This design comes from an exercise in tuning for small area, a short achievable clock period and few clock cycles on the open sky130 flow, not from production work. Function was not checked in any run shown here: the RTL went through the layout flow alone. Power is estimated from default activity; no workload was simulated.

==> flow/design.v (outline; a module is shown in full before it is edited, if it fits) <==
// module bch_encoder: 2414 lines
module bch_encoder(rst, clk, msg, bch_dataout, done);
  // ...
==> flow/flow/run.sh <==
#!/bin/bash
# Standard ORFS layout with these changes:
#  - synthesis maps the XOR network cell for cell (flow/synth_xor.tcl and
#    flow/xormap.v, through a copy of ORFS's scripts whose synth.tcl calls
#    techmap in place of abc);
#  - the 3-input XOR/XNOR cells are added to the don't-use list;
#  - ports are buffered with buf_2 instead of the resizer's default pick.
# Each make run logs to its own file here; ORFS's own logs are under orfs/logs.
set -euo pipefail
here=$(pwd)
DU="sky130_fd_sc_hd__probe_p_8 sky130_fd_sc_hd__probec_p_8 sky130_fd_sc_hd__lpflow_bleeder_1 sky130_fd_sc_hd__lpflow_clkbufkapwr_1 sky130_fd_sc_hd__lpflow_clkbufkapwr_16 sky130_fd_sc_hd__lpflow_clkbufkapwr_2 sky130_fd_sc_hd__lpflow_clkbufkapwr_4 sky130_fd_sc_hd__lpflow_clkbufkapwr_8 sky130_fd_sc_hd__lpflow_clkinvkapwr_1 sky130_fd_sc_hd__lpflow_clkinvkapwr_16 sky130_fd_sc_hd__lpflow_clkinvkapwr_2 sky130_fd_sc_hd__lpflow_clkinvkapwr_4 sky130_fd_sc_hd__lpflow_clkinvkapwr_8 sky130_fd_sc_hd__lpflow_decapkapwr_12 sky130_fd_sc_hd__lpflow_decapkapwr_3 sky130_fd_sc_hd__lpflow_decapkapwr_4 sky130_fd_sc_hd__lpflow_decapkapwr_6 sky130_fd_sc_hd__lpflow_decapkapwr_8 sky130_fd_sc_hd__lpflow_inputiso0n_1 sky130_fd_sc_hd__lpflow_inputiso0p_1 sky130_fd_sc_hd__lpflow_inputiso1n_1 sky130_fd_sc_hd__lpflow_inputiso1p_1 sky130_fd_sc_hd__lpflow_inputisolatch_1 sky130_fd_sc_hd__lpflow_isobufsrc_1 sky130_fd_sc_hd__lpflow_isobufsrc_16 sky130_fd_sc_hd__lpflow_isobufsrc_2 sky130_fd_sc_hd__lpflow_isobufsrc_4 sky130_fd_sc_hd__lpflow_isobufsrc_8 sky130_fd_sc_hd__lpflow_isobufsrckapwr_16 sky130_fd_sc_hd__lpflow_lsbuf_lh_hl_isowell_tap_1 sky130_fd_sc_hd__lpflow_lsbuf_lh_hl_isowell_tap_2 sky130_fd_sc_hd__lpflow_lsbuf_lh_hl_isowell_tap_4 sky130_fd_sc_hd__lpflow_lsbuf_lh_isowell_4 sky130_fd_sc_hd__lpflow_lsbuf_lh_isowell_tap_1 sky130_fd_sc_hd__lpflow_lsbuf_lh_isowell_tap_2 sky130_fd_sc_hd__lpflow_lsbuf_lh_isowell_tap_4 sky130_fd_sc_hd__fill_1 sky130_fd_sc_hd__fill_2 sky130_fd_sc_hd__fill_4 sky130_fd_sc_hd__fill_8 "
DU="$DU sky130_fd_sc_hd__xor3_1 sky130_fd_sc_hd__xor3_2 sky130_fd_sc_hd__xor3_4"
DU="$DU sky130_fd_sc_hd__xnor3_1 sky130_fd_sc_hd__xnor3_2 sky130_fd_sc_hd__xnor3_4"
BP=sky130_fd_sc_hd__buf_2
rm -rf scripts_xor; cp -r "$FLOW_HOME/scripts" scripts_xor
sed -i 's|^  log_cmd abc {\*}$abc_args|  techmap -map '"$here"'/flow/xormap.v|' scripts_xor/synth.tcl
grep -q "flow/xormap.v" scripts_xor/synth.tcl
bash standard.sh "DONT_USE_CELLS=$DU" "BUFFER_PORTS_ARGS=-buffer_cell $BP" \
  "SCRIPTS_DIR=$here/scripts_xor" "SYNTH_SCRIPT=$here/flow/synth_xor.tcl" synth > make_synth.log 2>&1
bash standard.sh "DONT_USE_CELLS=$DU" "BUFFER_PORTS_ARGS=-buffer_cell $BP" finish > make_finish.log 2>&1
==> flow/flow/synth_xor.tcl <==
# synth_recipe.tcl with two changes: Yosys's synth skips its internal ABC pass
# (-noabc), and synth.tcl (a patched copy, see run.sh) maps the XOR network
# gate for gate with xormap.v instead of ABC, so the generated depth-7 XOR
# network reaches the layout as written.
proc synth {args} { yosys synth -nofsm -noshare -noabc {*}$args }
source $::env(SCRIPTS_DIR)/synth.tcl
# left out here: clear keep_hierarchy, flatten, clean up, hide names made inside functions, write 1_2_yosys.v
==> flow/flow/xormap.v <==
module \$_XOR_ (input A, input B, output Y);
  sky130_fd_sc_hd__xor2_1 _TECHMAP_REPLACE_ (.A(A), .B(B), .X(Y));
endmodule
module \$_XNOR_ (input A, input B, output Y);
  sky130_fd_sc_hd__xnor2_1 _TECHMAP_REPLACE_ (.A(A), .B(B), .Y(Y));
endmodule
module \$_NOT_ (input A, output Y);
  sky130_fd_sc_hd__inv_1 _TECHMAP_REPLACE_ (.A(A), .Y(Y));
endmodule
==> flow/standard.sh <==
#!/bin/bash
# synth_recipe.tcl (not shown) runs the flow's synth.tcl, then flattens the netlist and writes it again
# the make line also repeats each setting of config.mk as NAME=value (left out here)
make -C /OpenROAD-flow-scripts/flow DESIGN_CONFIG=/design/flow/config.mk WORK_HOME=/design/flow/orfs CLKGATE_MAP_FILE= SYNTH_SCRIPT=/design/flow/synth_recipe.tcl "${@:-finish}"
==> flow/config.mk <==
export PLATFORM = sky130hd
export DESIGN_NAME = bch_encoder
export DESIGN_NICKNAME = bch_encoder
export VERILOG_FILES = /design/flow/design.v
export SDC_FILE = /design/flow/constraint.sdc
export NUM_CORES = 4
export LEC_CHECK = 0
export CAP_MARGIN = 20
export CORE_MARGIN = 2
export CORE_UTILIZATION = 40
export SETUP_SLACK_MARGIN = 2.0
export SLEW_MARGIN = 20
==> flow/constraint.sdc <==
create_clock -name core_clock -period 6.0 [get_ports {clk}]
set_input_delay 1.2000 -clock core_clock [delete_from_list [all_inputs] [get_ports {clk}]]
set_output_delay 1.2000 -clock core_clock [all_outputs]
set_load 0.01 [all_outputs]
==> report_table.html, run 1 <==
<table>
<tr><th>Metric</th><th>Value</th></tr>
<tr><th colspan="2">Clocking</th></tr>
<tr><td>Number of hold-repair buffers added at the cts stage</td><td>0</td></tr>
<tr><td>Clock transition at the register clock pins on the worst setup and hold paths after CTS</td><td>approximately 0.060 ns</td></tr>
<tr><td>Clock latency reported for the late side of the worst-skew pair</td><td>0.61 ns</td></tr>
<tr><td>Bufs on Longest Clock Path</td><td>3</td></tr>
<tr><th colspan="2">STA</th></tr>
<tr><td>Post-route clock skew</td><td>0.0185 ns</td></tr>
<tr><td>Post-layout minimum cycle time</td><td>approximately 4.3 ns</td></tr>
<tr><td>Final hold slack</td><td>just over 0.7 ns</td></tr>
<tr><td>Setup total negative slack</td><td>0 ns</td></tr>
<tr><th colspan="2">Finish</th></tr>
<tr><td>Total area of sequential cells</td><td>between 0.007 and 0.008 mm2</td></tr>
<tr><td>Net count reported at finish</td><td>around 3500</td></tr>
<tr><td>Most common library cell in the layout ignoring fill and taps</td><td>sky130_fd_sc_hd__xnor2_1</td></tr>
<tr><td>Post-route design area</td><td>approximately 0.035 mm2</td></tr>
<tr><td>Finished Layout Cells</td><td>~4200</td></tr>
<tr><th colspan="2">Setup path</th></tr>
<tr><td>Crit-path cells</td><td>buf_2 &gt; xnor2_1 &gt; xnor2_1 &gt; xnor2_1 &gt; xnor2_1 &gt; xnor2_1 &gt; xnor2_1 &gt; xnor2_1</td></tr>
<tr><td>Top delay family on crit path</td><td>XOR/XNOR gates</td></tr>
<tr><td>Startpoint of the most critical register-to-register path</td><td>done</td></tr>
<tr><td>Critical Path Most Common Cell</td><td>sky130_fd_sc_hd__xnor2_1</td></tr>
<tr><td>Worst r2r path cells</td><td>3</td></tr>
<tr><th colspan="2">Global route</th></tr>
<tr><td>Total congestion overflow</td><td>0</td></tr>
<tr><td>First-pass GRT wire length</td><td>~250000 um</td></tr>
<tr><td>Layer with the highest usage after global routing</td><td>met2</td></tr>
<tr><th colspan="2">Power and ir drop</th></tr>
<tr><td>Switching Power</td><td>between 10 and 15 mW</td></tr>
<tr><td>Power in combinational cells</td><td>17.0 mW</td></tr>
<tr><th colspan="2">Route</th></tr>
<tr><td>Router iterations before antenna repair</td><td>5</td></tr>
<tr><th colspan="2">Floorplan</th></tr>
<tr><td>Die Y-Extent</td><td>~270 um</td></tr>
<tr><td>Initial cell density of the core</td><td>40.3%</td></tr>
<tr><td>Tapcells inserted</td><td>940</td></tr>
<tr><th colspan="2">Outcome</th></tr>
<tr><td>Result of the run</td><td>timing/DRC/antenna clean</td></tr>
<tr><th colspan="2">Synthesis</th></tr>
<tr><td>Mean cell area of the mapped netlist</td><td>10.8 um2</td></tr>
<tr><th colspan="2">Placed design</th></tr>
<tr><td>Area after detailed placement</td><td>around 0.033 mm2</td></tr>
</table>
==> run 2, diff against run 1 <==
--- a/flow/config.mk
+++ b/flow/config.mk
@@ -9,4 +9,4 @@
 export CORE_MARGIN = 2
-export CORE_UTILIZATION = 40
-export SETUP_SLACK_MARGIN = 2.0
+export CORE_UTILIZATION = 35
+export SETUP_SLACK_MARGIN = 2.5
 export SLEW_MARGIN = 20
==> report_table.html, run 2 <==
<table>
<tr><th>Metric</th><th>Value</th></tr>
<tr><th colspan="2">Setup path</th></tr>
<tr><td>CP endpoint kind</td><td>flip-flop</td></tr>
<tr><td>Delay of the slowest critical-path stage</td><td>0.78 ns</td></tr>
<tr><td>Crit-path cells</td><td>buf_2 &gt; xnor2_2 &gt; xnor2_1 &gt; xnor2_1 &gt; xnor2_1 &gt; xnor2_1 &gt; xnor2_1 &gt; xnor2_1</td></tr>
<tr><td>Highest net fanout along the worst path</td><td>5</td></tr>
<tr><td>Slowest library cell on the worst path</td><td>sky130_fd_sc_hd__xnor2_2</td></tr>
<tr><td>Worst path arrival time</td><td>between 4 and 5 ns</td></tr>
<tr><td>Crit Path Category</td><td>primary input to flip-flop</td></tr>
<tr><td>Critical Path Most Common Cell</td><td>sky130_fd_sc_hd__xnor2_1</td></tr>
<tr><td>CP bufs+invs</td><td>1</td></tr>
<tr><td>Startpoint types</td><td>primary input</td></tr>
<tr><td>Critical path required time</td><td>6.32 ns</td></tr>
<tr><td>Internal reg-to-reg setup slack</td><td>between 4 and 5 ns</td></tr>
<tr><td>Top delay family on crit path</td><td>XOR/XNOR gates</td></tr>
<tr><th colspan="2">Floorplan</th></tr>
<tr><td>Number of I/O pins</td><td>~450</td></tr>
<tr><td>Core outline area</td><td>~0.08 mm2</td></tr>
<tr><td>Count of standard-cell rows</td><td>around 100</td></tr>
<tr><td>Die Y-Extent</td><td>288 um (+6.8%)</td></tr>
<tr><td>Initial cell density of the core</td><td>35.2% (-5.1 points)</td></tr>
<tr><td>Chip Width</td><td>288 um</td></tr>
<tr><td>DIE AREA</td><td>between 0.08 and 0.09 mm2</td></tr>
<tr><th colspan="2">STA</th></tr>
<tr><td>Slew @ Worst Pin</td><td>approximately 1.2 ns</td></tr>
<tr><td>Post-route clock skew</td><td>0.0260 ns (+0.00745 ns)</td></tr>
<tr><td>Tcrit/Tclk final</td><td>62.7%</td></tr>
<tr><td>Post-layout minimum cycle time</td><td>3.76 ns (-0.564 ns)</td></tr>
<tr><td>Setup total negative slack</td><td>0 ns (unchanged)</td></tr>
<tr><td>Final Hold Fails</td><td>0</td></tr>
<tr><td>Setup violators final</td><td>0</td></tr>
<tr><td>Remaining max-slew budget at the tightest pin</td><td>21.1%</td></tr>
<tr><td>Final hold slack</td><td>0.736 ns (+0.0128 ns)</td></tr>
<tr><td>Max-slew violation count</td><td>0</td></tr>
<tr><td>Setup repair after global routing missed its margin</td><td>yes</td></tr>
<tr><td>Maximum operating frequency</td><td>around 270 MHz</td></tr>
<tr><th colspan="2">Finish</th></tr>
<tr><td>Total area of sequential cells</td><td>0.00768 mm2 (unchanged)</td></tr>
<tr><td>Footprint of the multi-input gates</td><td>around 0.022 mm2</td></tr>
<tr><td>Fraction of final layout cells sized beyond drive strength 1</td><td>a little over a quarter</td></tr>
<tr><td>Largest registers</td><td>bch_dataout x255, done x1</td></tr>
<tr><td>Top library cells by usage in the layout, fill and taps aside</td><td>sky130_fd_sc_hd__xnor2_1 (2146), sky130_fd_sc_hd__buf_2 (444), sky130_fd_sc_hd__edfxtp_1 (255)</td></tr>
<tr><td>Filler Cell Count</td><td>just under 8000</td></tr>
<tr><td>Most common library cell in the layout ignoring fill and taps</td><td>sky130_fd_sc_hd__xnor2_1</td></tr>
<tr><td>Reg with most FFs</td><td>bch_dataout</td></tr>
<tr><td>Signed area change from the synthesized netlist to the final layout</td><td>28.2%</td></tr>
<tr><td>Number of flip-flops under the largest register name</td><td>approximately 260</td></tr>
<tr><td>Net count reported at finish</td><td>3486 (+0.81%)</td></tr>
<tr><th colspan="2">Power and ir drop</th></tr>
<tr><td>Leakage component of the power</td><td>around 12 nW</td></tr>
<tr><td>Power density cells</td><td>623 mW/mm2</td></tr>
<tr><td>Final total power</td><td>roughly 22 mW</td></tr>
<tr><td>Peak supply drop</td><td>around 0.26 mV</td></tr>
<tr><th colspan="2">Synthesis</th></tr>
<tr><td>Sequential share of the synthesized area</td><td>27.3%</td></tr>
<tr><td>Prevailing post-synth register cell</td><td>sky130_fd_sc_hd__edfxtp_1</td></tr>
<tr><td>Top cells by instance count after synthesis</td><td>sky130_fd_sc_hd__xnor2_1 (2337), sky130_fd_sc_hd__edfxtp_1 (255), sky130_fd_sc_hd__inv_1 (2)</td></tr>
<tr><td>Number of distinct library cells after synthesis</td><td>4</td></tr>
<tr><td>Cell count after synthesis</td><td>2595</td></tr>
<tr><td>Post-synth net total</td><td>between 2000 and 3000</td></tr>
<tr><td>Cell Area, Synth</td><td>around 0.028 mm2</td></tr>
<tr><td>Dominant cells by area after synthesis</td><td>sky130_fd_sc_hd__xnor2_1 (73%), sky130_fd_sc_hd__edfxtp_1 (27%), sky130_fd_sc_hd__dfxtp_1 (0.071%), sky130_fd_sc_hd__inv_1 (0.027%)</td></tr>
<tr><td>Cell type contributing the most total cell area after synthesis</td><td>sky130_fd_sc_hd__xnor2_1</td></tr>
<tr><td>Yosys warns</td><td>1</td></tr>
<tr><td>Fraction of synthesized cell area taken by the top area cell type</td><td>72.7%</td></tr>
<tr><td>Most instantiated library cell after synthesis</td><td>sky130_fd_sc_hd__xnor2_1</td></tr>
<tr><td>Count of state elements after synthesis</td><td>~260</td></tr>
<tr><td>Fraction of registers with async set/reset</td><td>0%</td></tr>
<tr><td>Mean cell area of the mapped netlist</td><td>10.8 um2 (unchanged)</td></tr>
<tr><td>EDFF count, synth</td><td>~260</td></tr>
<tr><th colspan="2">Placed design</th></tr>
<tr><td>Number of I/O port buffers</td><td>around 450</td></tr>
<tr><td>Placed wire-length estimate after detailed placement</td><td>179000 um</td></tr>
<tr><td>GP Congestion</td><td>between 1 and 1.5</td></tr>
<tr><th colspan="2">Route</th></tr>
<tr><td>Via-to-Cell Ratio</td><td>5.56</td></tr>
<tr><td>DRC violations left</td><td>0</td></tr>
<tr><td>Routed length per placed instance</td><td>48.4 um</td></tr>
<tr><td>Post-DRT Antenna Nets</td><td>0</td></tr>
<tr><td>Router iterations before antenna repair</td><td>5 (unchanged)</td></tr>
<tr><td>Iteration-0 DRC Markers</td><td>3552</td></tr>
<tr><td>Detailed Route WL</td><td>roughly 210000 um</td></tr>
<tr><td>Via total after detailed routing</td><td>roughly 24000</td></tr>
<tr><th colspan="2">Flow run</th></tr>
<tr><td># Max-Cap Violations</td><td>0</td></tr>
<tr><th colspan="2">Clocking</th></tr>
<tr><td>Clk sinks</td><td>256</td></tr>
<tr><td>Clock buffer count from CTS</td><td>30</td></tr>
<tr><td>CTS HTree Levels</td><td>1</td></tr>
<tr><td>Root cell of the clock tree</td><td>sky130_fd_sc_hd__clkbuf_16</td></tr>
<tr><td>Bufs on Longest Clock Path</td><td>3 (unchanged)</td></tr>
<tr><td>Number of hold-repair buffers added at the cts stage</td><td>0 (unchanged)</td></tr>
<tr><td>TritonCTS clock tree</td><td>built</td></tr>
<tr><td>Clock latency reported for the late side of the worst-skew pair</td><td>0.62 ns (about the same)</td></tr>
<tr><td>Clock transition at the register clock pins on the worst setup and hold paths after CTS</td><td>0.06 ns (about the same)</td></tr>
<tr><th colspan="2">Min path</th></tr>
<tr><td>Class of the tightest hold or removal check</td><td>primary input to flip-flop</td></tr>
<tr><th colspan="2">Global route</th></tr>
<tr><td>All-layer global routing usage</td><td>50.0%</td></tr>
<tr><td>Largest net degree at the start of global routing</td><td>138</td></tr>
<tr><td>Total congestion overflow</td><td>0 (unchanged)</td></tr>
<tr><td>Via count of the first global-routing pass</td><td>23000</td></tr>
<tr><td>Initial antenna violation count</td><td>3</td></tr>
<tr><td>First-pass GRT wire length</td><td>259000 um (+3.6%)</td></tr>
<tr><th colspan="2">Outcome</th></tr>
<tr><td>Result of the run</td><td>timing/DRC/antenna clean</td></tr>
</table>
-- run 2: stage by stage --
| stage | area, um2 | util, % | cells | setup slack, ns |
|---|---|---|---|---|
| after CTS | 35600 | 44.5 | 4374 | 2.36 |
| after floorplan | 28200 | - | 2595 | 1.45 |
| final | 36100 | 45.1 | 4378 | 2.24 |
| after global routing | 36100 | 45.1 | 4376 | 2.44 |
| after global placement | 33800 | 42.2 | 4319 | 0.559 |
| after detailed placement | 33800 | 42.2 | 4319 | 0.896 |
-- run 2: path summary, 6_finish.rpt --
check	from	endpoint	cells after the start
hold reg to reg	done	bch_dataout[119]	2
setup / recovery	msg[143]	bch_dataout[29]	8
setup reg to reg	done	bch_dataout[23]	2
hold / removal	rst	done	2
-- run 2: area by class of cell --
cell class                      count  area share (%)
Antenna cell                        2          0.0139
Clock buffer                       39            2.23
Clock inverter                     16           0.250
Inverter                            2          0.0312
Multi-Input combinational cell   2337            61.7
Sequential cell                   256            21.3
Tap cell                         1060            3.67
Timing Repair Buffer              666            10.8
-- run 2: report_power, final --
group / internal [mW] / switching (mW)
Combinational: 7.07 / 10.6
Clock: 0.943 / 0.791
Sequential: 2.98 / 0.114
-- run 2: cell families after synthesis --
family	synth area share, %
buffers and inverters	0.0267
flip-flops	27.3
XOR/XNOR	72.7
-- run 2: repair_timing --
item | 4_1_cts | 5_1_grt
gates resized for setup | 114 | 54
endpoints found under the setup margin | 63 | 47
hold endpoints to repair | 0 | 0
pin swaps | 0 | 2
buffers inserted | 0 | 2
-- run 2: routing by layer --
metal  routed length (um)  up-vias  GRT usage [%]
met2                87300     2064           73.3
met5                   13        -              0
met4                23500        2           43.8
met1                79100    12100           61.0
met3                21800      624           12.0
li1                     -     9543              -
==> run 3, diff against run 2 <==
--- a/flow/config.mk
+++ b/flow/config.mk
@@ -10,3 +10,3 @@
 export CORE_UTILIZATION = 35
-export SETUP_SLACK_MARGIN = 2.5
+export SETUP_SLACK_MARGIN = 3.0
 export SLEW_MARGIN = 20
==> report_table.html, run 3 <==
<table>
<tr><th>Metric</th><th>Value</th></tr>
<tr><th colspan="2">Route</th></tr>
<tr><td>Detailed Route WL</td><td>215000 um (+1.7%)</td></tr>
<tr><td>Via-to-Cell Ratio</td><td>5.66 (+1.8%)</td></tr>
<tr><td>Router iterations before antenna repair</td><td>6 (+1)</td></tr>
<tr><td>Post-DRT Antenna Nets</td><td>0 (unchanged)</td></tr>
<tr><td>Routed length per placed instance</td><td>47.3 um (-2.3%)</td></tr>
<tr><td>Iteration-0 DRC Markers</td><td>3782 (+6.5%)</td></tr>
<tr><td>DRC violations left</td><td>0 (unchanged)</td></tr>
<tr><td>Via total after detailed routing</td><td>25800 (+6.0%)</td></tr>
<tr><th colspan="2">Finish</th></tr>
<tr><td>Number of flip-flops under the largest register name</td><td>255 (unchanged)</td></tr>
<tr><td>Largest registers</td><td>bch_dataout x255, done x1</td></tr>
<tr><td>Most common library cell in the layout ignoring fill and taps</td><td>sky130_fd_sc_hd__xnor2_1</td></tr>
<tr><td>Net count reported at finish</td><td>3667 (+5.2%)</td></tr>
<tr><td>Post-route design area</td><td>0.0455 mm2 (+26%)</td></tr>
<tr><td>Reg with most FFs</td><td>bch_dataout</td></tr>
<tr><td>Utilization after layout</td><td>56.9% (+12 points)</td></tr>
<tr><td>Top library cells by usage in the layout, fill and taps aside</td><td>sky130_fd_sc_hd__xnor2_1 (1615), sky130_fd_sc_hd__xnor2_2 (465), sky130_fd_sc_hd__buf_4 (355)</td></tr>
<tr><td>Signed area change from the synthesized netlist to the final layout</td><td>61.7%</td></tr>
<tr><td>Filler Cell Count</td><td>6849 (-12%)</td></tr>
<tr><td>Fraction of final layout cells sized beyond drive strength 1</td><td>46.3% (+19 points)</td></tr>
<tr><th colspan="2">Power and ir drop</th></tr>
<tr><td>Peak supply drop</td><td>0.263 mV (-0.88%)</td></tr>
<tr><td>Leakage component of the power</td><td>16.5 nW (+40%)</td></tr>
<tr><td>Power density cells</td><td>558 mW/mm2 (-10%)</td></tr>
<tr><td>Final total power</td><td>25.4 mW (+13%)</td></tr>
<tr><th colspan="2">Synthesis</th></tr>
<tr><td>EDFF count, synth</td><td>255 (unchanged)</td></tr>
<tr><td>Sequential share of the synthesized area</td><td>27.3% (unchanged)</td></tr>
<tr><td>Prevailing post-synth register cell</td><td>sky130_fd_sc_hd__edfxtp_1</td></tr>
<tr><td>Cell Area, Synth</td><td>0.0282 mm2 (unchanged)</td></tr>
<tr><td>Post-synth net total</td><td>2788 (unchanged)</td></tr>
<tr><td>Cell type contributing the most total cell area after synthesis</td><td>sky130_fd_sc_hd__xnor2_1</td></tr>
<tr><td>Dominant cells by area after synthesis</td><td>sky130_fd_sc_hd__xnor2_1 (73%), sky130_fd_sc_hd__edfxtp_1 (27%), sky130_fd_sc_hd__dfxtp_1 (0.071%), sky130_fd_sc_hd__inv_1 (0.027%)</td></tr>
<tr><td>Fraction of synthesized cell area taken by the top area cell type</td><td>72.7% (unchanged)</td></tr>
<tr><td>Mean cell area of the mapped netlist</td><td>10.8 um2 (unchanged)</td></tr>
<tr><td>Top cells by instance count after synthesis</td><td>sky130_fd_sc_hd__xnor2_1 (2337), sky130_fd_sc_hd__edfxtp_1 (255), sky130_fd_sc_hd__inv_1 (2)</td></tr>
<tr><td>Yosys warns</td><td>1 (unchanged)</td></tr>
<tr><td>Number of distinct library cells after synthesis</td><td>4 (unchanged)</td></tr>
<tr><td>Cell count after synthesis</td><td>2595 (unchanged)</td></tr>
<tr><td>Fraction of registers with async set/reset</td><td>0% (unchanged)</td></tr>
<tr><td>Count of state elements after synthesis</td><td>256 (unchanged)</td></tr>
<tr><td>Most instantiated library cell after synthesis</td><td>sky130_fd_sc_hd__xnor2_1</td></tr>
<tr><th colspan="2">Global route</th></tr>
<tr><td>Grt met3 use</td><td>14.6% (+2.6 points)</td></tr>
<tr><td>Met2 capacity usage during global routing</td><td>73.6% (+0.29 points)</td></tr>
<tr><td>Total congestion overflow</td><td>0 (unchanged)</td></tr>
<tr><td>All-layer global routing usage</td><td>51.1% (+1.1 points)</td></tr>
<tr><td>Initial antenna violation count</td><td>6 (+3)</td></tr>
<tr><td>Via count of the first global-routing pass</td><td>24200 (+5.3%)</td></tr>
<tr><td>Largest net degree at the start of global routing</td><td>132 (-4.3%)</td></tr>
<tr><td>Layer with the highest usage after global routing</td><td>met2</td></tr>
<tr><td>First-pass GRT wire length</td><td>266000 um (+2.8%)</td></tr>
<tr><td>Met1 Use GR</td><td>60.4% (-0.56 points)</td></tr>
<tr><th colspan="2">Setup path</th></tr>
<tr><td>Critical Path Most Common Cell</td><td>sky130_fd_sc_hd__xnor2_1</td></tr>
<tr><td>Startpoint types</td><td>primary input</td></tr>
<tr><td>Crit Path Category</td><td>primary input to flip-flop</td></tr>
<tr><td>CP endpoint kind</td><td>flip-flop</td></tr>
<tr><td>Crit-path cells</td><td>buf_4 &gt; xnor2_4 &gt; xnor2_1 &gt; xnor2_1 &gt; xnor2_1 &gt; xnor2_1 &gt; xnor2_1 &gt; xnor2_1</td></tr>
<tr><td>Delay of the slowest critical-path stage</td><td>0.56 ns (-0.22 ns)</td></tr>
<tr><td>Internal reg-to-reg setup slack</td><td>4.42 ns (+0.02 ns)</td></tr>
<tr><td>Highest net fanout along the worst path</td><td>8 (+3)</td></tr>
<tr><td>Slowest library cell on the worst path</td><td>sky130_fd_sc_hd__xnor2_1</td></tr>
<tr><td>Critical path required time</td><td>6.37 ns (+0.05 ns)</td></tr>
<tr><td>Worst path arrival time</td><td>3.53 ns (-0.55 ns)</td></tr>
<tr><th colspan="2">Floorplan</th></tr>
<tr><td>Number of I/O pins</td><td>449 (unchanged)</td></tr>
<tr><td>Core outline area</td><td>0.0800 mm2 (unchanged)</td></tr>
<tr><td>Chip Width</td><td>288 um (unchanged)</td></tr>
<tr><td>Die Y-Extent</td><td>288 um (unchanged)</td></tr>
<tr><td>Initial cell density of the core</td><td>35.2% (unchanged)</td></tr>
<tr><td>Count of standard-cell rows</td><td>104 (unchanged)</td></tr>
<tr><td>DIE AREA</td><td>0.0827 mm2 (unchanged)</td></tr>
<tr><th colspan="2">Placed design</th></tr>
<tr><td>Area after detailed placement</td><td>0.0341 mm2 (+0.85%)</td></tr>
<tr><td>Number of I/O port buffers</td><td>448 (unchanged)</td></tr>
<tr><td>GP Congestion</td><td>1.15 (+1.9%)</td></tr>
<tr><td>Placed wire-length estimate after detailed placement</td><td>179000 um (-0.17%)</td></tr>
<tr><th colspan="2">Clocking</th></tr>
<tr><td>Clk sinks</td><td>256 (unchanged)</td></tr>
<tr><td>Clock buffer count from CTS</td><td>30 (unchanged)</td></tr>
<tr><td>Root cell of the clock tree</td><td>sky130_fd_sc_hd__clkbuf_16</td></tr>
<tr><td>Bufs on Longest Clock Path</td><td>3 (unchanged)</td></tr>
<tr><td>TritonCTS clock tree</td><td>built</td></tr>
<tr><td>Clock transition at the register clock pins on the worst setup and hold paths after CTS</td><td>0.07 ns (about the same)</td></tr>
<tr><td>Clock latency reported for the late side of the worst-skew pair</td><td>0.62 ns (about the same)</td></tr>
<tr><td>CTS HTree Levels</td><td>1 (unchanged)</td></tr>
<tr><th colspan="2">STA</th></tr>
<tr><td>Tcrit/Tclk final</td><td>52.8% (-9.9 points)</td></tr>
<tr><td>Setup total negative slack</td><td>0 ns (unchanged)</td></tr>
<tr><td>Setup violators final</td><td>0 (unchanged)</td></tr>
<tr><td>Post-route clock skew</td><td>0.0189 ns (-0.00708 ns)</td></tr>
<tr><td>Post-layout minimum cycle time</td><td>3.17 ns (-0.595 ns)</td></tr>
<tr><td>Slew @ Worst Pin</td><td>0.977 ns (-0.197 ns)</td></tr>
<tr><td>Setup repair after global routing missed its margin</td><td>yes</td></tr>
<tr><td>Final Hold Fails</td><td>0 (unchanged)</td></tr>
<tr><td>Remaining max-slew budget at the tightest pin</td><td>34.9% (+14 points)</td></tr>
<tr><td>Maximum operating frequency</td><td>316 MHz (+19%)</td></tr>
<tr><td>Max-slew violation count</td><td>0 (unchanged)</td></tr>
<tr><th colspan="2">Outcome</th></tr>
<tr><td>Result of the run</td><td>timing/DRC/antenna clean</td></tr>
<tr><th colspan="2">Flow run</th></tr>
<tr><td># Max-Cap Violations</td><td>0 (unchanged)</td></tr>
<tr><th colspan="2">Min path</th></tr>
<tr><td>Class of the tightest hold or removal check</td><td>primary input to flip-flop</td></tr>
</table>
## run 3: power breakdown
group | switching (mW) | leakage [nW] | internal [mW]
registers | 0.113 | 2.50 | 2.98
logic | 11.5 | 13.5 | 8.98
clock network | 0.826 | 0.464 | 1.07
## run 3: repair_timing
item | CTS | global route
buffers inserted | 181 | 78
gates resized for setup | 688 | 280
hold buffers | 0 | 0
pin swaps | 98 | 107
cloned | 0 | 0
endpoints found under the setup margin | 64 | 64
## run 3: layout make-up
class                   instances  area [um2]  share of cell area [%]
diodes                          1        2.50                 0.00550
clock buffers                  35         791                    1.74
clock inverters                18         186                   0.409
inverters                       2        11.3                  0.0247
multi-input cells            2337       28800                    63.2
flip-flops and latches        256        7680                    16.9
well taps                    1060        1330                    2.91
repair buffers                847        6750                    14.8
## run 3: worst max-delay path, delay by kind of cell
kind / cells / cell delay (ns)
xor+xnor: 7 / 2.09
buf+inv: 1 / 0.22
## run 3: cells by family (layout without fill, tap and decap cells)
logic type   after synthesis  count (layout)  synth area share, %
buf+inv                    2             902               0.0267
other cells                0               1                    0
flops                    256             256                 27.3
xor+xnor                2337            2337                 72.7
## run 3: stage by stage
stage / std cells / hold slack, ns / setup slack (ns)
floorplan: 2595 / 1.26 / 1.45
global placement: 4241 / 0.968 / 0.822
detailed placement: 4243 / 0.985 / 1.17
CTS: 4477 / 0.710 / 2.90
global route: 4556 / 0.730 / 2.90
finish: 4556 / 0.730 / 2.83
## run 3: worst paths after layout
kind / from / end / depth (start not counted)
min reg2reg: done / bch_dataout[71] / 2
min: rst / done / 2
max: msg[16] / bch_dataout[47] / 8
max reg2reg: done / bch_dataout[20] / 2
## run 3: layer usage
layer  vias to the layer above  wire [um]
li1                       9993          -
met1                     12700      76300
met2                      2264      87800
met3                       837      24900
met4                         4      26400
met5                         -         22
==> run 4, diff against run 3 <==
--- a/flow/config.mk
+++ b/flow/config.mk
@@ -10,3 +10,3 @@
 export CORE_UTILIZATION = 35
-export SETUP_SLACK_MARGIN = 3.0
+export SETUP_SLACK_MARGIN = 3.5
 export SLEW_MARGIN = 20
==> report_table.html, run 4 <==
<table>
<tr><th>Metric</th><th>Value</th></tr>
<tr><th colspan="2">Global route</th></tr>
<tr><td>Total congestion overflow</td><td>0 (unchanged)</td></tr>
<tr><td>First-pass GRT wire length</td><td>293000 um (+10%)</td></tr>
<tr><td>All-layer global routing usage</td><td>55.2% (+4.2 points)</td></tr>
<tr><td>Initial antenna violation count</td><td>3 (-3)</td></tr>
<tr><td>Largest net degree at the start of global routing</td><td>137 (+3.8%)</td></tr>
<tr><td>Via count of the first global-routing pass</td><td>28600 (+18%)</td></tr>
<tr><th colspan="2">Finish</th></tr>
<tr><td>Total area of sequential cells</td><td>0.00768 mm2 (unchanged)</td></tr>
<tr><td>Signed area change from the synthesized netlist to the final layout</td><td>130%</td></tr>
<tr><td>Reg with most FFs</td><td>bch_dataout</td></tr>
<tr><td>Most common library cell in the layout ignoring fill and taps</td><td>sky130_fd_sc_hd__xnor2_1</td></tr>
<tr><td>Fraction of final layout cells sized beyond drive strength 1</td><td>70.8% (+24 points)</td></tr>
<tr><td>Filler Cell Count</td><td>4117 (-40%)</td></tr>
<tr><td>Top library cells by usage in the layout, fill and taps aside</td><td>sky130_fd_sc_hd__xnor2_1 (908), sky130_fd_sc_hd__xnor2_2 (762), sky130_fd_sc_hd__xnor2_4 (667)</td></tr>
<tr><td>Number of antenna repair diodes</td><td>0 (-1)</td></tr>
<tr><td>Number of flip-flops under the largest register name</td><td>255 (unchanged)</td></tr>
<tr><td>Net count reported at finish</td><td>4187 (+14%)</td></tr>
<tr><td>Largest registers</td><td>bch_dataout x255, done x1</td></tr>
<tr><td>Finished Layout Cells</td><td>5078 (+11%)</td></tr>
<tr><td>Footprint of the multi-input gates</td><td>0.0387 mm2 (+34%)</td></tr>
<tr><th colspan="2">Route</th></tr>
<tr><td>DRC violations left</td><td>0 (unchanged)</td></tr>
<tr><td>Detailed Route WL</td><td>239000 um (+11%)</td></tr>
<tr><td>Iteration-0 DRC Markers</td><td>4947 (+31%)</td></tr>
<tr><td>Router iterations before antenna repair</td><td>7 (+1)</td></tr>
<tr><td>Via-to-Cell Ratio</td><td>6.11 (+7.9%)</td></tr>
<tr><td>Via total after detailed routing</td><td>31000 (+20%)</td></tr>
<tr><td>Routed length per placed instance</td><td>47.1 um (-0.33%)</td></tr>
<tr><td>Post-DRT Antenna Nets</td><td>0 (unchanged)</td></tr>
<tr><th colspan="2">Placed design</th></tr>
<tr><td>GP Congestion</td><td>1.17 (+1.7%)</td></tr>
<tr><td>Number of I/O port buffers</td><td>448 (unchanged)</td></tr>
<tr><td>Placed wire-length estimate after detailed placement</td><td>176000 um (-1.6%)</td></tr>
<tr><td>Number of placed cells counting well taps</td><td>4174 (-1.6%)</td></tr>
<tr><th colspan="2">Clocking</th></tr>
<tr><td>Clock buffer count from CTS</td><td>30 (unchanged)</td></tr>
<tr><td>CTS HTree Levels</td><td>1 (unchanged)</td></tr>
<tr><td>Root cell of the clock tree</td><td>sky130_fd_sc_hd__clkbuf_16</td></tr>
<tr><td>Clock latency reported for the late side of the worst-skew pair</td><td>0.67 ns (+0.05 ns)</td></tr>
<tr><td>Clk sinks</td><td>256 (unchanged)</td></tr>
<tr><td>TritonCTS clock tree</td><td>built</td></tr>
<tr><td>Bufs on Longest Clock Path</td><td>3 (unchanged)</td></tr>
<tr><td>Clock transition at the register clock pins on the worst setup and hold paths after CTS</td><td>0.06 ns (about the same)</td></tr>
<tr><th colspan="2">Flow run</th></tr>
<tr><td># Max-Cap Violations</td><td>0 (unchanged)</td></tr>
<tr><th colspan="2">Synthesis</th></tr>
<tr><td>Top cells by instance count after synthesis</td><td>sky130_fd_sc_hd__xnor2_1 (2337), sky130_fd_sc_hd__edfxtp_1 (255), sky130_fd_sc_hd__inv_1 (2)</td></tr>
<tr><td>Fraction of synthesized cell area taken by the top area cell type</td><td>72.7% (unchanged)</td></tr>
<tr><td>Cell Area, Synth</td><td>0.0282 mm2 (unchanged)</td></tr>
<tr><td>Mean cell area of the mapped netlist</td><td>10.8 um2 (unchanged)</td></tr>
<tr><td>Dominant cells by area after synthesis</td><td>sky130_fd_sc_hd__xnor2_1 (73%), sky130_fd_sc_hd__edfxtp_1 (27%), sky130_fd_sc_hd__dfxtp_1 (0.071%), sky130_fd_sc_hd__inv_1 (0.027%)</td></tr>
<tr><td>Sequential share of the synthesized area</td><td>27.3% (unchanged)</td></tr>
<tr><td>Fraction of registers with async set/reset</td><td>0% (unchanged)</td></tr>
<tr><td>Cell count after synthesis</td><td>2595 (unchanged)</td></tr>
<tr><td>Number of distinct library cells after synthesis</td><td>4 (unchanged)</td></tr>
<tr><td>Yosys warns</td><td>1 (unchanged)</td></tr>
<tr><td>Prevailing post-synth register cell</td><td>sky130_fd_sc_hd__edfxtp_1</td></tr>
<tr><td>Count of state elements after synthesis</td><td>256 (unchanged)</td></tr>
<tr><td>Post-synth net total</td><td>2788 (unchanged)</td></tr>
<tr><td>Most instantiated library cell after synthesis</td><td>sky130_fd_sc_hd__xnor2_1</td></tr>
<tr><td>EDFF count, synth</td><td>255 (unchanged)</td></tr>
<tr><td>Cell type contributing the most total cell area after synthesis</td><td>sky130_fd_sc_hd__xnor2_1</td></tr>
<tr><th colspan="2">STA</th></tr>
<tr><td>Remaining max-slew budget at the tightest pin</td><td>27.4% (-7.5 points)</td></tr>
<tr><td>Slew @ Worst Pin</td><td>1.08 ns (+0.105 ns)</td></tr>
<tr><td>Maximum operating frequency</td><td>336 MHz (+6.5%)</td></tr>
<tr><td>Max-slew violation count</td><td>0 (unchanged)</td></tr>
<tr><td>Final Hold Fails</td><td>0 (unchanged)</td></tr>
<tr><td>Post-route clock skew</td><td>0.0263 ns (+0.00739 ns)</td></tr>
<tr><td>Setup violators final</td><td>0 (unchanged)</td></tr>
<tr><td>Setup repair after global routing missed its margin</td><td>yes</td></tr>
<tr><td>Post-layout minimum cycle time</td><td>2.97 ns (-0.192 ns)</td></tr>
<tr><td>Tcrit/Tclk final</td><td>49.6% (-3.2 points)</td></tr>
<tr><td>Setup total negative slack</td><td>0 ns (unchanged)</td></tr>
<tr><th colspan="2">Power and ir drop</th></tr>
<tr><td>Leakage component of the power</td><td>25.5 nW (+55%)</td></tr>
<tr><td>Power density cells</td><td>512 mW/mm2 (-8.3%)</td></tr>
<tr><td>Final total power</td><td>33.2 mW (+30%)</td></tr>
<tr><td>Peak supply drop</td><td>0.285 mV (+8.6%)</td></tr>
<tr><th colspan="2">Outcome</th></tr>
<tr><td>Result of the run</td><td>timing/DRC/antenna clean</td></tr>
<tr><th colspan="2">Setup path</th></tr>
<tr><td>Critical Path Most Common Cell</td><td>sky130_fd_sc_hd__xnor2_1</td></tr>
<tr><td>Slowest library cell on the worst path</td><td>sky130_fd_sc_hd__xnor2_2</td></tr>
<tr><td>Delay of the slowest critical-path stage</td><td>0.58 ns (+0.02 ns)</td></tr>
<tr><td>Crit Path Category</td><td>primary input to flip-flop</td></tr>
<tr><td>CP endpoint kind</td><td>flip-flop</td></tr>
<tr><td>Top delay family on crit path</td><td>XOR/XNOR gates</td></tr>
<tr><td>Critical path required time</td><td>6.42 ns (+0.05 ns)</td></tr>
<tr><td>Highest net fanout along the worst path</td><td>6 (-2)</td></tr>
<tr><td>Crit-path cells</td><td>buf_8 &gt; xnor2_1 &gt; xnor2_1 &gt; xnor2_2 &gt; xnor2_2 &gt; xnor2_2 &gt; xnor2_1 &gt; xnor2_1</td></tr>
<tr><td>Worst path arrival time</td><td>3.40 ns (-0.13 ns)</td></tr>
<tr><td>Startpoint types</td><td>primary input</td></tr>
<tr><td>CP bufs+invs</td><td>1 (unchanged)</td></tr>
<tr><th colspan="2">Floorplan</th></tr>
<tr><td>Die Y-Extent</td><td>288 um (unchanged)</td></tr>
<tr><td>Chip Width</td><td>288 um (unchanged)</td></tr>
<tr><td>Core outline area</td><td>0.0800 mm2 (unchanged)</td></tr>
<tr><td>DIE AREA</td><td>0.0827 mm2 (unchanged)</td></tr>
<tr><td>Count of standard-cell rows</td><td>104 (unchanged)</td></tr>
<tr><td>Number of I/O pins</td><td>449 (unchanged)</td></tr>
<tr><td>Initial cell density of the core</td><td>35.2% (unchanged)</td></tr>
<tr><th colspan="2">Min path</th></tr>
<tr><td>Class of the tightest hold or removal check</td><td>primary input to flip-flop</td></tr>
</table>
-- run 4: cell counts after synthesis --
Identical to the previous run, type by type.
-- run 4: final cells by class --
type / count / share of cell area (%)
Multi-Input combinational cell: 2337 / 59.7
Timing Repair Buffer: 1367 / 24.7
Sequential cell: 256 / 11.9
Tap cell: 1060 / 2.05
Clock buffer: 37 / 1.23
Clock inverter: 19 / 0.398
Inverter: 2 / 0.0174
-- run 4: routing by layer --
metal / GRT usage [%] / vias up / wire length (um)
met2: 78.4 / 3258 / 97000
met5: 1.28 / - / 503
met3: 23.2 / 1353 / 33400
met4: 52.8 / 16 / 31000
li1: - / 11100 / -
met1: 61.9 / 15300 / 77400
-- run 4: logic make-up after synthesis --
logic type	count (synthesis)	share of synthesized area, %
flops	256	27.3
xor+xnor	2337	72.7
buf+inv	2	0.0267
-- run 4: final timing paths --
kind              slack, ns  startpoint  cells after the start                to
setup / recovery       3.03     msg[91]                      8    bch_dataout[7]
hold / removal         0.66         rst                      2              done
setup reg to reg       4.33        done                      2   bch_dataout[39]
hold reg to reg        0.96        done                      2  bch_dataout[247]
-- run 4: timing repair --
action                                  4_1_cts  5_1_grt
gates resized for setup                    2000      542
buffers inserted                            667      181
pin swaps                                   726      461
endpoints found under the setup margin       70       66
hold buffers                                  0        0
-- run 4: worst register-to-register path: stages (launching register included) --
cell and delay [ns]:
sky130_fd_sc_hd__dfxtp_4 0.35, sky130_fd_sc_hd__clkinvlp_4 0.10, sky130_fd_sc_hd__buf_12 0.45
-- run 4: power breakdown --
part / switching, mW / internal (mW) / leakage, nW
registers: 0.122 / 2.98 / 2.50
logic: 14.5 / 13.5 / 22.5
clock network: 0.914 / 1.20 / 0.512
-- run 4: metrics by stage --
stage | util, % | hold slack [ns] | instance area, um2 | setup slack (ns)
floorplan | - | 1.26 | 31700 | 1.45
global placement | 44.9 | 0.985 | 35900 | 0.851
detailed placement | 45.0 | 1.02 | 36000 | 0.924
CTS | 73.8 | 0.673 | 59100 | 3.27
global route | 81.0 | 0.695 | 64800 | 2.97
finish | 81.0 | 0.657 | 64800 | 3.03
==> run 5, diff against run 4 <==
--- a/flow/config.mk
+++ b/flow/config.mk
@@ -10,3 +10,4 @@
 export CORE_UTILIZATION = 35
-export SETUP_SLACK_MARGIN = 3.5
+export PLACE_DENSITY = 0.75
+export SETUP_SLACK_MARGIN = 2.5
 export SLEW_MARGIN = 20
==> report_table.html, run 5 <==
<table>
<tr><th>Metric</th><th>Value</th></tr>
<tr><th colspan="2">Floorplan</th></tr>
<tr><td>Core outline area</td><td>0.0800 mm2 (unchanged)</td></tr>
<tr><td>Die Y-Extent</td><td>288 um (unchanged)</td></tr>
<tr><td>Initial cell density of the core</td><td>35.2% (unchanged)</td></tr>
<tr><td>Chip Width</td><td>288 um (unchanged)</td></tr>
<tr><td>Count of standard-cell rows</td><td>104 (unchanged)</td></tr>
<tr><td>DIE AREA</td><td>0.0827 mm2 (unchanged)</td></tr>
<tr><td>Number of I/O pins</td><td>449 (unchanged)</td></tr>
<tr><th colspan="2">Synthesis</th></tr>
<tr><td>Post-synth net total</td><td>2788 (unchanged)</td></tr>
<tr><td>Cell type contributing the most total cell area after synthesis</td><td>sky130_fd_sc_hd__xnor2_1</td></tr>
<tr><td>Mean cell area of the mapped netlist</td><td>10.8 um2 (unchanged)</td></tr>
<tr><td>Dominant cells by area after synthesis</td><td>sky130_fd_sc_hd__xnor2_1 (73%), sky130_fd_sc_hd__edfxtp_1 (27%), sky130_fd_sc_hd__dfxtp_1 (0.071%), sky130_fd_sc_hd__inv_1 (0.027%)</td></tr>
<tr><td>Sequential share of the synthesized area</td><td>27.3% (unchanged)</td></tr>
<tr><td>Fraction of registers with async set/reset</td><td>0% (unchanged)</td></tr>
<tr><td>Number of distinct library cells after synthesis</td><td>4 (unchanged)</td></tr>
<tr><td>EDFF count, synth</td><td>255 (unchanged)</td></tr>
<tr><td>Most instantiated library cell after synthesis</td><td>sky130_fd_sc_hd__xnor2_1</td></tr>
<tr><td>Fraction of synthesized cell area taken by the top area cell type</td><td>72.7% (unchanged)</td></tr>
<tr><td>Cell count after synthesis</td><td>2595 (unchanged)</td></tr>
<tr><td>Count of state elements after synthesis</td><td>256 (unchanged)</td></tr>
<tr><td>Yosys warns</td><td>1 (unchanged)</td></tr>
<tr><td>Cell Area, Synth</td><td>0.0282 mm2 (unchanged)</td></tr>
<tr><td>Prevailing post-synth register cell</td><td>sky130_fd_sc_hd__edfxtp_1</td></tr>
<tr><td>Top cells by instance count after synthesis</td><td>sky130_fd_sc_hd__xnor2_1 (2337), sky130_fd_sc_hd__edfxtp_1 (255), sky130_fd_sc_hd__inv_1 (2)</td></tr>
<tr><th colspan="2">Setup path</th></tr>
<tr><td>CP endpoint kind</td><td>flip-flop</td></tr>
<tr><td>Worst path arrival time</td><td>4.14 ns (+0.74 ns)</td></tr>
<tr><td>Internal reg-to-reg setup slack</td><td>3.74 ns (-0.59 ns)</td></tr>
<tr><td>Critical path required time</td><td>6.32 ns (-0.10 ns)</td></tr>
<tr><td>Startpoint types</td><td>primary input</td></tr>
<tr><td>Crit Path Category</td><td>primary input to flip-flop</td></tr>
<tr><td>Highest net fanout along the worst path</td><td>8 (+2)</td></tr>
<tr><td>Worst r2r path cells</td><td>3 (+1)</td></tr>
<tr><th colspan="2">Route</th></tr>
<tr><td>Routed length on met2</td><td>86900 um (-10%)</td></tr>
<tr><td>Sum of met3 wire segment lengths after detailed routing</td><td>23700 um (-29%)</td></tr>
<tr><td>Via-to-Cell Ratio</td><td>5.53 (-9.5%)</td></tr>
<tr><td>Post-DRT Antenna Nets</td><td>0 (unchanged)</td></tr>
<tr><td>Iteration-0 DRC Markers</td><td>4028 (-19%)</td></tr>
<tr><td>Routed length per placed instance</td><td>48.5 um (+2.8%)</td></tr>
<tr><td>Via total after detailed routing</td><td>24300 (-22%)</td></tr>
<tr><td>Detailed-route wire length on metal 1</td><td>79300 um (+2.6%)</td></tr>
<tr><td>DRC violations left</td><td>0 (unchanged)</td></tr>
<tr><td>Router iterations before antenna repair</td><td>5 (-2)</td></tr>
<tr><td>Detailed Route WL</td><td>213000 um (-11%)</td></tr>
<tr><td>Max layer used</td><td>met5</td></tr>
<tr><th colspan="2">Finish</th></tr>
<tr><td>Fraction of final layout cells sized beyond drive strength 1</td><td>28.2% (-43 points)</td></tr>
<tr><td>Reg with most FFs</td><td>bch_dataout</td></tr>
<tr><td>Post-route design area</td><td>0.0367 mm2 (-43%)</td></tr>
<tr><td>Signed area change from the synthesized netlist to the final layout</td><td>30.2%</td></tr>
<tr><td>Largest registers</td><td>bch_dataout x255, done x1</td></tr>
<tr><td>Most common library cell in the layout ignoring fill and taps</td><td>sky130_fd_sc_hd__xnor2_1</td></tr>
<tr><td>Number of flip-flops under the largest register name</td><td>255 (unchanged)</td></tr>
<tr><td>Net count reported at finish</td><td>3507 (-16%)</td></tr>
<tr><td>Top library cells by usage in the layout, fill and taps aside</td><td>sky130_fd_sc_hd__xnor2_1 (2132), sky130_fd_sc_hd__buf_2 (446), sky130_fd_sc_hd__edfxtp_1 (255)</td></tr>
<tr><th colspan="2">Global route</th></tr>
<tr><td>Largest net degree at the start of global routing</td><td>143 (+4.4%)</td></tr>
<tr><td>Initial antenna violation count</td><td>4 (+1)</td></tr>
<tr><td>Total congestion overflow</td><td>0 (unchanged)</td></tr>
<tr><td>First-pass GRT wire length</td><td>261000 um (-11%)</td></tr>
<tr><td>Via count of the first global-routing pass</td><td>23000 (-20%)</td></tr>
<tr><td>All-layer global routing usage</td><td>50.3% (-4.9 points)</td></tr>
<tr><th colspan="2">STA</th></tr>
<tr><td>Remaining max-slew budget at the tightest pin</td><td>18.5% (-8.8 points)</td></tr>
<tr><td>Post-layout minimum cycle time</td><td>3.81 ns (+0.838 ns)</td></tr>
<tr><td>Tcrit/Tclk final</td><td>63.5% (+14 points)</td></tr>
<tr><td>Slew @ Worst Pin</td><td>1.21 ns (+0.131 ns)</td></tr>
<tr><td>Post-route clock skew</td><td>0.0255 ns (-0.000760 ns)</td></tr>
<tr><td>Maximum operating frequency</td><td>262 MHz (-22%)</td></tr>
<tr><td>Setup total negative slack</td><td>0 ns (unchanged)</td></tr>
<tr><td>Setup repair after global routing missed its margin</td><td>yes</td></tr>
<tr><td>Max-slew violation count</td><td>0 (unchanged)</td></tr>
<tr><td>Setup violators final</td><td>0 (unchanged)</td></tr>
<tr><td>Final Hold Fails</td><td>0 (unchanged)</td></tr>
<tr><th colspan="2">Clocking</th></tr>
<tr><td>Clock latency reported for the late side of the worst-skew pair</td><td>0.63 ns (-0.04 ns)</td></tr>
<tr><td>Clock buffer count from CTS</td><td>30 (unchanged)</td></tr>
<tr><td>Number of hold-repair buffers added at the cts stage</td><td>0 (unchanged)</td></tr>
<tr><td>Clk sinks</td><td>256 (unchanged)</td></tr>
<tr><td>Root cell of the clock tree</td><td>sky130_fd_sc_hd__clkbuf_16</td></tr>
<tr><td>CTS HTree Levels</td><td>1 (unchanged)</td></tr>
<tr><td>Bufs on Longest Clock Path</td><td>3 (unchanged)</td></tr>
<tr><td>TritonCTS clock tree</td><td>built</td></tr>
<tr><td>Clock transition at the register clock pins on the worst setup and hold paths after CTS</td><td>0.06 ns (about the same)</td></tr>
<tr><th colspan="2">Placed design</th></tr>
<tr><td>GP Congestion</td><td>1.13 (-3.6%)</td></tr>
<tr><td>Placed wire-length estimate after detailed placement</td><td>180000 um (+2.1%)</td></tr>
<tr><td>Number of I/O port buffers</td><td>448 (unchanged)</td></tr>
<tr><td>Area after detailed placement</td><td>0.0339 mm2 (-5.7%)</td></tr>
<tr><th colspan="2">Min path</th></tr>
<tr><td>Number of cells on the worst hold path</td><td>2 (unchanged)</td></tr>
<tr><td>Class of the tightest hold or removal check</td><td>primary input to flip-flop</td></tr>
<tr><th colspan="2">Power and ir drop</th></tr>
<tr><td>Power density cells</td><td>620 mW/mm2 (+21%)</td></tr>
<tr><td>Leakage component of the power</td><td>12.0 nW (-53%)</td></tr>
<tr><td>Peak supply drop</td><td>0.246 mV (-14%)</td></tr>
<tr><th colspan="2">Flow run</th></tr>
<tr><td># Max-Cap Violations</td><td>0 (unchanged)</td></tr>
<tr><th colspan="2">Outcome</th></tr>
<tr><td>Result of the run</td><td>timing/DRC/antenna clean</td></tr>
</table>
==> run 5: power by group <==
part	internal, mW	leakage (nW)	switching (mW)
registers	2.97	2.50	0.100
clock network	1.17	0.499	0.838
logic	7.13	8.98	10.5
total	11.3	12.0	11.4
==> run 5: final timing paths <==
check	start	end
setup / recovery	msg[114]	bch_dataout[46]
hold / removal	rst	done
setup reg to reg	done	bch_dataout[0]
hold reg to reg	done	bch_dataout[177]
==> run 5: what timing repair did <==
item                       CTS  global route
setup endpoints to repair   63            49
setup buffers                3             7
gates resized for setup    119            69
pin swaps                    1             4
==> run 5: logic make-up (layout without fill, tap and decap cells) <==
kind of cell | count (synthesis) | count (layout) | synth area share (%)
xor+xnor | 2337 | 2337 | 72.7
buf+inv | 2 | 745 | 0.0267
flops | 256 | 256 | 27.3
other cells | 0 | 3 | 0
==> run 5: final cells by class <==
| class | instances | area (um2) |
|---|---|---|
| clock inverter | 23 | 283 |
| multi-input combinational | 2337 | 22500 |
| fill | 7781 | 43400 |
| antenna | 3 | 7.51 |
| inverter | 2 | 11.3 |
| sequential | 256 | 7680 |
| clock buffer | 33 | 762 |
| timing repair buffer | 687 | 4080 |
| tap | 1060 | 1330 |
==> run 5: stage by stage <==
| step | hold slack (ns) | std cells | setup slack, ns | power, mW | utilization (%) |
|---|---|---|---|---|---|
| 6_report | 0.699 | 4401 | 2.19 | 22.7 | 45.8 |
| 2_1_floorplan | 1.26 | 2595 | 1.45 | 13.5 | - |
| 4_1_cts | 0.683 | 4391 | 2.34 | 22.0 | 45.0 |
| 5_1_grt | 0.706 | 4398 | 2.39 | 23.0 | 45.8 |
| 3_3_place_gp | 0.954 | 4332 | 0.864 | 19.8 | 42.3 |
| 3_5_place_dp | 0.975 | 4332 | 1.00 | 19.8 | 42.4 |
==> run 5: per-layer routing <==
layer  global-route usage, %  up-vias
met5                       0        -
met4                    45.1        4
met3                    14.0      642
met2                    72.0     2083
met1                    61.4    12000
li1                        -     9592
==> run 5: critical path, stage by stage <==
cell and delay [ns]:
sky130_fd_sc_hd__buf_2 0.25, sky130_fd_sc_hd__xnor2_1 0.75, sky130_fd_sc_hd__xnor2_1 0.19, sky130_fd_sc_hd__xnor2_1 0.18, sky130_fd_sc_hd__xnor2_1 0.55, sky130_fd_sc_hd__xnor2_1 0.28, sky130_fd_sc_hd__xnor2_1 0.52, sky130_fd_sc_hd__xnor2_1 0.20
==> run 6, diff against run 5 <==
--- a/flow/flow/run.sh
+++ b/flow/flow/run.sh
@@ -6,3 +6,5 @@
 #  - the 3-input XOR/XNOR cells are added to the don't-use list;
-#  - ports are buffered with buf_2 instead of the resizer's default pick.
+#  - every input port is buffered with buf_4 and every output port with
+#    buf_1 (global_place.tcl's one buffer_ports call becomes two), instead of
+#    the resizer's default pick for both.
 # Each make run logs to its own file here; ORFS's own logs are under orfs/logs.
@@ -13,3 +15,4 @@
 DU="$DU sky130_fd_sc_hd__xnor3_1 sky130_fd_sc_hd__xnor3_2 sky130_fd_sc_hd__xnor3_4"
-BP=sky130_fd_sc_hd__buf_2
+IBUF=${IBUF:-sky130_fd_sc_hd__buf_4}
+OBUF=${OBUF:-sky130_fd_sc_hd__buf_1}
 rm -rf scripts_xor; cp -r "$FLOW_HOME/scripts" scripts_xor
@@ -17,4 +20,6 @@
 grep -q "flow/xormap.v" scripts_xor/synth.tcl
-bash standard.sh "DONT_USE_CELLS=$DU" "BUFFER_PORTS_ARGS=-buffer_cell $BP" \
-  "SCRIPTS_DIR=$here/scripts_xor" "SYNTH_SCRIPT=$here/flow/synth_xor.tcl" synth > make_synth.log 2>&1
-bash standard.sh "DONT_USE_CELLS=$DU" "BUFFER_PORTS_ARGS=-buffer_cell $BP" finish > make_finish.log 2>&1
+sed -i 's|^    buffer_ports {\*}\[env_var_or_empty BUFFER_PORTS_ARGS\]|    buffer_ports -inputs -buffer_cell '"$IBUF"'; buffer_ports -outputs -buffer_cell '"$OBUF"'|' scripts_xor/global_place.tcl
+grep -q "buffer_ports -inputs" scripts_xor/global_place.tcl
+bash standard.sh "DONT_USE_CELLS=$DU" "SCRIPTS_DIR=$here/scripts_xor" \
+  "SYNTH_SCRIPT=$here/flow/synth_xor.tcl" synth > make_synth.log 2>&1
+bash standard.sh "DONT_USE_CELLS=$DU" "SCRIPTS_DIR=$here/scripts_xor" finish > make_finish.log 2>&1
--- a/flow/config.mk
+++ b/flow/config.mk
@@ -10,3 +10,2 @@
 export CORE_UTILIZATION = 35
-export PLACE_DENSITY = 0.75
 export SETUP_SLACK_MARGIN = 2.5
==> report_table.html, run 6 <==
<table>
<tr><th>Metric</th><th>Value</th></tr>
<tr><th colspan="2">Clocking</th></tr>
<tr><td>Clock latency reported for the late side of the worst-skew pair</td><td>0.62 ns (about the same)</td></tr>
<tr><td>Bufs on Longest Clock Path</td><td>3 (unchanged)</td></tr>
<tr><td>Root cell of the clock tree</td><td>sky130_fd_sc_hd__clkbuf_16</td></tr>
<tr><td>Number of hold-repair buffers added at the cts stage</td><td>0 (unchanged)</td></tr>
<tr><td>Clk sinks</td><td>256 (unchanged)</td></tr>
<tr><td>TritonCTS clock tree</td><td>built</td></tr>
<tr><td>CTS HTree Levels</td><td>1 (unchanged)</td></tr>
<tr><td>Clock buffer count from CTS</td><td>29 (-3.3%)</td></tr>
<tr><td>Clock transition at the register clock pins on the worst setup and hold paths after CTS</td><td>0.06 ns (about the same)</td></tr>
<tr><th colspan="2">Synthesis</th></tr>
<tr><td>Mean cell area of the mapped netlist</td><td>10.8 um2 (unchanged)</td></tr>
<tr><td>EDFF count, synth</td><td>255 (unchanged)</td></tr>
<tr><td>Number of distinct library cells after synthesis</td><td>4 (unchanged)</td></tr>
<tr><td>Top cells by instance count after synthesis</td><td>sky130_fd_sc_hd__xnor2_1 (2337), sky130_fd_sc_hd__edfxtp_1 (255), sky130_fd_sc_hd__inv_1 (2)</td></tr>
<tr><td>Post-synth net total</td><td>2788 (unchanged)</td></tr>
<tr><td>Fraction of synthesized cell area taken by the top area cell type</td><td>72.7% (unchanged)</td></tr>
<tr><td>Yosys warns</td><td>1 (unchanged)</td></tr>
<tr><td>Cell type contributing the most total cell area after synthesis</td><td>sky130_fd_sc_hd__xnor2_1</td></tr>
<tr><td>Cell Area, Synth</td><td>0.0282 mm2 (unchanged)</td></tr>
<tr><td>Cell count after synthesis</td><td>2595 (unchanged)</td></tr>
<tr><td>Count of state elements after synthesis</td><td>256 (unchanged)</td></tr>
<tr><td>Prevailing post-synth register cell</td><td>sky130_fd_sc_hd__edfxtp_1</td></tr>
<tr><td>Most instantiated library cell after synthesis</td><td>sky130_fd_sc_hd__xnor2_1</td></tr>
<tr><td>Sequential share of the synthesized area</td><td>27.3% (unchanged)</td></tr>
<tr><td>Fraction of registers with async set/reset</td><td>0% (unchanged)</td></tr>
<tr><td>Dominant cells by area after synthesis</td><td>sky130_fd_sc_hd__xnor2_1 (73%), sky130_fd_sc_hd__edfxtp_1 (27%), sky130_fd_sc_hd__dfxtp_1 (0.071%), sky130_fd_sc_hd__inv_1 (0.027%)</td></tr>
<tr><th colspan="2">Power and ir drop</th></tr>
<tr><td>Power density cells</td><td>625 mW/mm2 (+0.81%)</td></tr>
<tr><td>Leakage component of the power</td><td>10.9 nW (-8.9%)</td></tr>
<tr><td>Peak supply drop</td><td>0.258 mV (+4.8%)</td></tr>
<tr><th colspan="2">STA</th></tr>
<tr><td>Post-layout minimum cycle time</td><td>3.82 ns (+0.00474 ns)</td></tr>
<tr><td>Setup total negative slack</td><td>0 ns (unchanged)</td></tr>
<tr><td>Maximum operating frequency</td><td>262 MHz (-0.12%)</td></tr>
<tr><td>Remaining max-slew budget at the tightest pin</td><td>18.4% (-0.15 points)</td></tr>
<tr><td>Setup repair after global routing missed its margin</td><td>yes</td></tr>
<tr><td>Post-route clock skew</td><td>0.0249 ns (-0.000667 ns)</td></tr>
<tr><td>Final hold slack</td><td>0.738 ns (+0.0381 ns)</td></tr>
<tr><td>Slew @ Worst Pin</td><td>1.22 ns (+0.00228 ns)</td></tr>
<tr><td>Final Hold Fails</td><td>0 (unchanged)</td></tr>
<tr><td>Max-slew violation count</td><td>0 (unchanged)</td></tr>
<tr><td>Tcrit/Tclk final</td><td>63.6% (+0.079 points)</td></tr>
<tr><td>Setup violators final</td><td>0 (unchanged)</td></tr>
<tr><th colspan="2">Global route</th></tr>
<tr><td>Total congestion overflow</td><td>0 (unchanged)</td></tr>
<tr><td>All-layer global routing usage</td><td>49.7% (-0.63 points)</td></tr>
<tr><td>Via count of the first global-routing pass</td><td>23200 (+0.62%)</td></tr>
<tr><td>Initial antenna violation count</td><td>5 (+1)</td></tr>
<tr><td>First-pass GRT wire length</td><td>258000 um (-0.88%)</td></tr>
<tr><td>Largest net degree at the start of global routing</td><td>132 (-7.7%)</td></tr>
<tr><th colspan="2">Outcome</th></tr>
<tr><td>Result of the run</td><td>timing/DRC/antenna clean</td></tr>
<tr><th colspan="2">Flow run</th></tr>
<tr><td># Max-Cap Violations</td><td>0 (unchanged)</td></tr>
<tr><th colspan="2">Setup path</th></tr>
<tr><td>Startpoint types</td><td>primary input</td></tr>
<tr><td>Highest net fanout along the worst path</td><td>6 (-2)</td></tr>
<tr><td>Delay of the slowest critical-path stage</td><td>0.65 ns (-0.10 ns)</td></tr>
<tr><td>Worst r2r path cells</td><td>2 (-1)</td></tr>
<tr><td>Critical Path Most Common Cell</td><td>sky130_fd_sc_hd__xnor2_1</td></tr>
<tr><td>Critical path required time</td><td>6.33 ns (about the same)</td></tr>
<tr><td>Critical register-to-register path endpoint</td><td>bch_dataout[9]</td></tr>
<tr><td>Startpoint of the worst setup timing path</td><td>msg[121]</td></tr>
<tr><td>Top delay family on crit path</td><td>XOR/XNOR gates</td></tr>
<tr><td>Startpoint of the most critical register-to-register path</td><td>done</td></tr>
<tr><td>CP endpoint kind</td><td>flip-flop</td></tr>
<tr><td>Internal reg-to-reg setup slack</td><td>4.43 ns (+0.69 ns)</td></tr>
<tr><td>Slowest library cell on the worst path</td><td>sky130_fd_sc_hd__xnor2_1</td></tr>
<tr><td>Crit-path cells</td><td>buf_4 &gt; xnor2_1 &gt; buf_4 &gt; xnor2_2 &gt; xnor2_1 &gt; xnor2_1 &gt; xnor2_1 &gt; xnor2_1 &gt; xnor2_1</td></tr>
<tr><td>Cell depth of the worst setup path</td><td>9 (+1)</td></tr>
<tr><td>Crit Path Category</td><td>primary input to flip-flop</td></tr>
<tr><td>Timing endpoint of the critical path</td><td>bch_dataout[62]</td></tr>
<tr><td>CP bufs+invs</td><td>2 (+1)</td></tr>
<tr><td>Worst path arrival time</td><td>4.14 ns (about the same)</td></tr>
<tr><th colspan="2">Floorplan</th></tr>
<tr><td>Chip Width</td><td>288 um (unchanged)</td></tr>
<tr><td>Die Y-Extent</td><td>288 um (unchanged)</td></tr>
<tr><td>Count of standard-cell rows</td><td>104 (unchanged)</td></tr>
<tr><td>DIE AREA</td><td>0.0827 mm2 (unchanged)</td></tr>
<tr><td>Initial cell density of the core</td><td>35.2% (unchanged)</td></tr>
<tr><td>Number of I/O pins</td><td>449 (unchanged)</td></tr>
<tr><td>Core outline area</td><td>0.0800 mm2 (unchanged)</td></tr>
<tr><th colspan="2">Route</th></tr>
<tr><td>Router iterations before antenna repair</td><td>5 (unchanged)</td></tr>
<tr><td>DRC violations left</td><td>0 (unchanged)</td></tr>
<tr><td>Detailed Route WL</td><td>210000 um (-1.6%)</td></tr>
<tr><td>Iteration-0 DRC Markers</td><td>3750 (-6.9%)</td></tr>
<tr><td>Via total after detailed routing</td><td>24100 (-1.1%)</td></tr>
<tr><td>Routed length per placed instance</td><td>48.1 um (-0.71%)</td></tr>
<tr><td>Via-to-Cell Ratio</td><td>5.52 (-0.18%)</td></tr>
<tr><td>Post-DRT Antenna Nets</td><td>0 (unchanged)</td></tr>
<tr><th colspan="2">Finish</th></tr>
<tr><td>Reg with most FFs</td><td>bch_dataout</td></tr>
<tr><td>Post-route design area</td><td>0.0358 mm2 (-2.4%)</td></tr>
<tr><td>Number of flip-flops under the largest register name</td><td>255 (unchanged)</td></tr>
<tr><td>Most common library cell in the layout ignoring fill and taps</td><td>sky130_fd_sc_hd__xnor2_1</td></tr>
<tr><td>Signed area change from the synthesized netlist to the final layout</td><td>27.1%</td></tr>
<tr><td>Largest registers</td><td>bch_dataout x255, done x1</td></tr>
<tr><td>Top library cells by usage in the layout, fill and taps aside</td><td>sky130_fd_sc_hd__xnor2_1 (2180), sky130_fd_sc_hd__buf_4 (395), sky130_fd_sc_hd__buf_1 (256)</td></tr>
<tr><td>Net count reported at finish</td><td>3473 (-0.97%)</td></tr>
<tr><td>Fraction of final layout cells sized beyond drive strength 1</td><td>18.1% (-10 points)</td></tr>
<tr><th colspan="2">Placed design</th></tr>
<tr><td>Area after detailed placement</td><td>0.0338 mm2 (-0.28%)</td></tr>
<tr><td>GP Congestion</td><td>1.12 (-0.82%)</td></tr>
<tr><td>Placed wire-length estimate after detailed placement</td><td>179000 um (-0.77%)</td></tr>
<tr><td>Number of I/O port buffers</td><td>448 (unchanged)</td></tr>
<tr><th colspan="2">Min path</th></tr>
<tr><td>Class of the tightest hold or removal check</td><td>primary input to flip-flop</td></tr>
</table>
run 6: worst min path at each step:
stage / from / endpoint / slack, ns / cells after the start
after floorplan: rst / done / 1.26 / 1
after global placement: done / bch_dataout[119] / 0.98 / 2
after detailed placement: done / bch_dataout[119] / 1.0 / 2
after CTS: rst / done / 0.69 / 2
after global routing: rst / done / 0.72 / 2
final: rst / done / 0.74 / 2
run 6: power by group:
group          leakage [nW]  switching [mW]  internal [mW]
combinational          7.97            10.6           6.92
clock                 0.435           0.798          0.972
sequential             2.50           0.107           2.98
run 6: layer usage:
metal | wire (um) | track usage [%] | part of all wire [%] | vias to the layer above
met4 | 24800 | 46.5 | 12 | 4
met2 | 85900 | 72.3 | 41 | 2030
met5 | 26 | 0 | 0.012 | -
met3 | 21200 | 11.5 | 10 | 646
met1 | 77900 | 60.3 | 37 | 11900
li1 | - | - | - | 9511
run 6: timing repair:
item,CTS,global route
buffers inserted,0,6
endpoints found under the setup margin,58,44
pin swaps,0,1
resized for setup,78,43
run 6: layout make-up:
| type | count | area (um2) |
|---|---|---|
| Antenna cell | 3 | 7.51 |
| Multi-Input combinational cell | 2337 | 21900 |
| Clock buffer | 36 | 752 |
| Inverter | 2 | 11.3 |
| Sequential cell | 256 | 7680 |
| Fill cell | 7821 | 44200 |
| Tap cell | 1060 | 1330 |
| Clock inverter | 14 | 139 |
| Timing Repair Buffer | 654 | 3980 |
run 6: cells by family (layout without fill, tap and decap cells):
kind of cell,count (synthesis),after routing,synth area share (%)
flip-flops,256,256,27.3
XOR/XNOR,2337,2337,72.7
buffers and inverters,2,706,0.0267
other,0,3,0
run 6: metrics by stage:
| step | power [mW] | utilization, % | std cells | setup WS (ns) |
|---|---|---|---|---|
| 6_report | 22.4 | 44.7 | 4362 | 2.18 |
| 4_1_cts | 21.7 | 44.2 | 4353 | 2.40 |
| 3_5_place_dp | 19.8 | 42.3 | 4303 | 1.18 |
| 5_1_grt | 22.6 | 44.7 | 4359 | 2.37 |
| 3_3_place_gp | 19.8 | 42.2 | 4301 | 1.16 |
| 2_1_floorplan | 13.5 | - | 2595 | 1.45 |

Setup slack of run 6, layout unchanged: 2.183 ns with ideal ports, 2.236 ns with driving cells assumed (clock clkbuf_16, inputs buf_2), 1.555 ns with port delays also shifted by the 0.681 ns mid clock arrival.
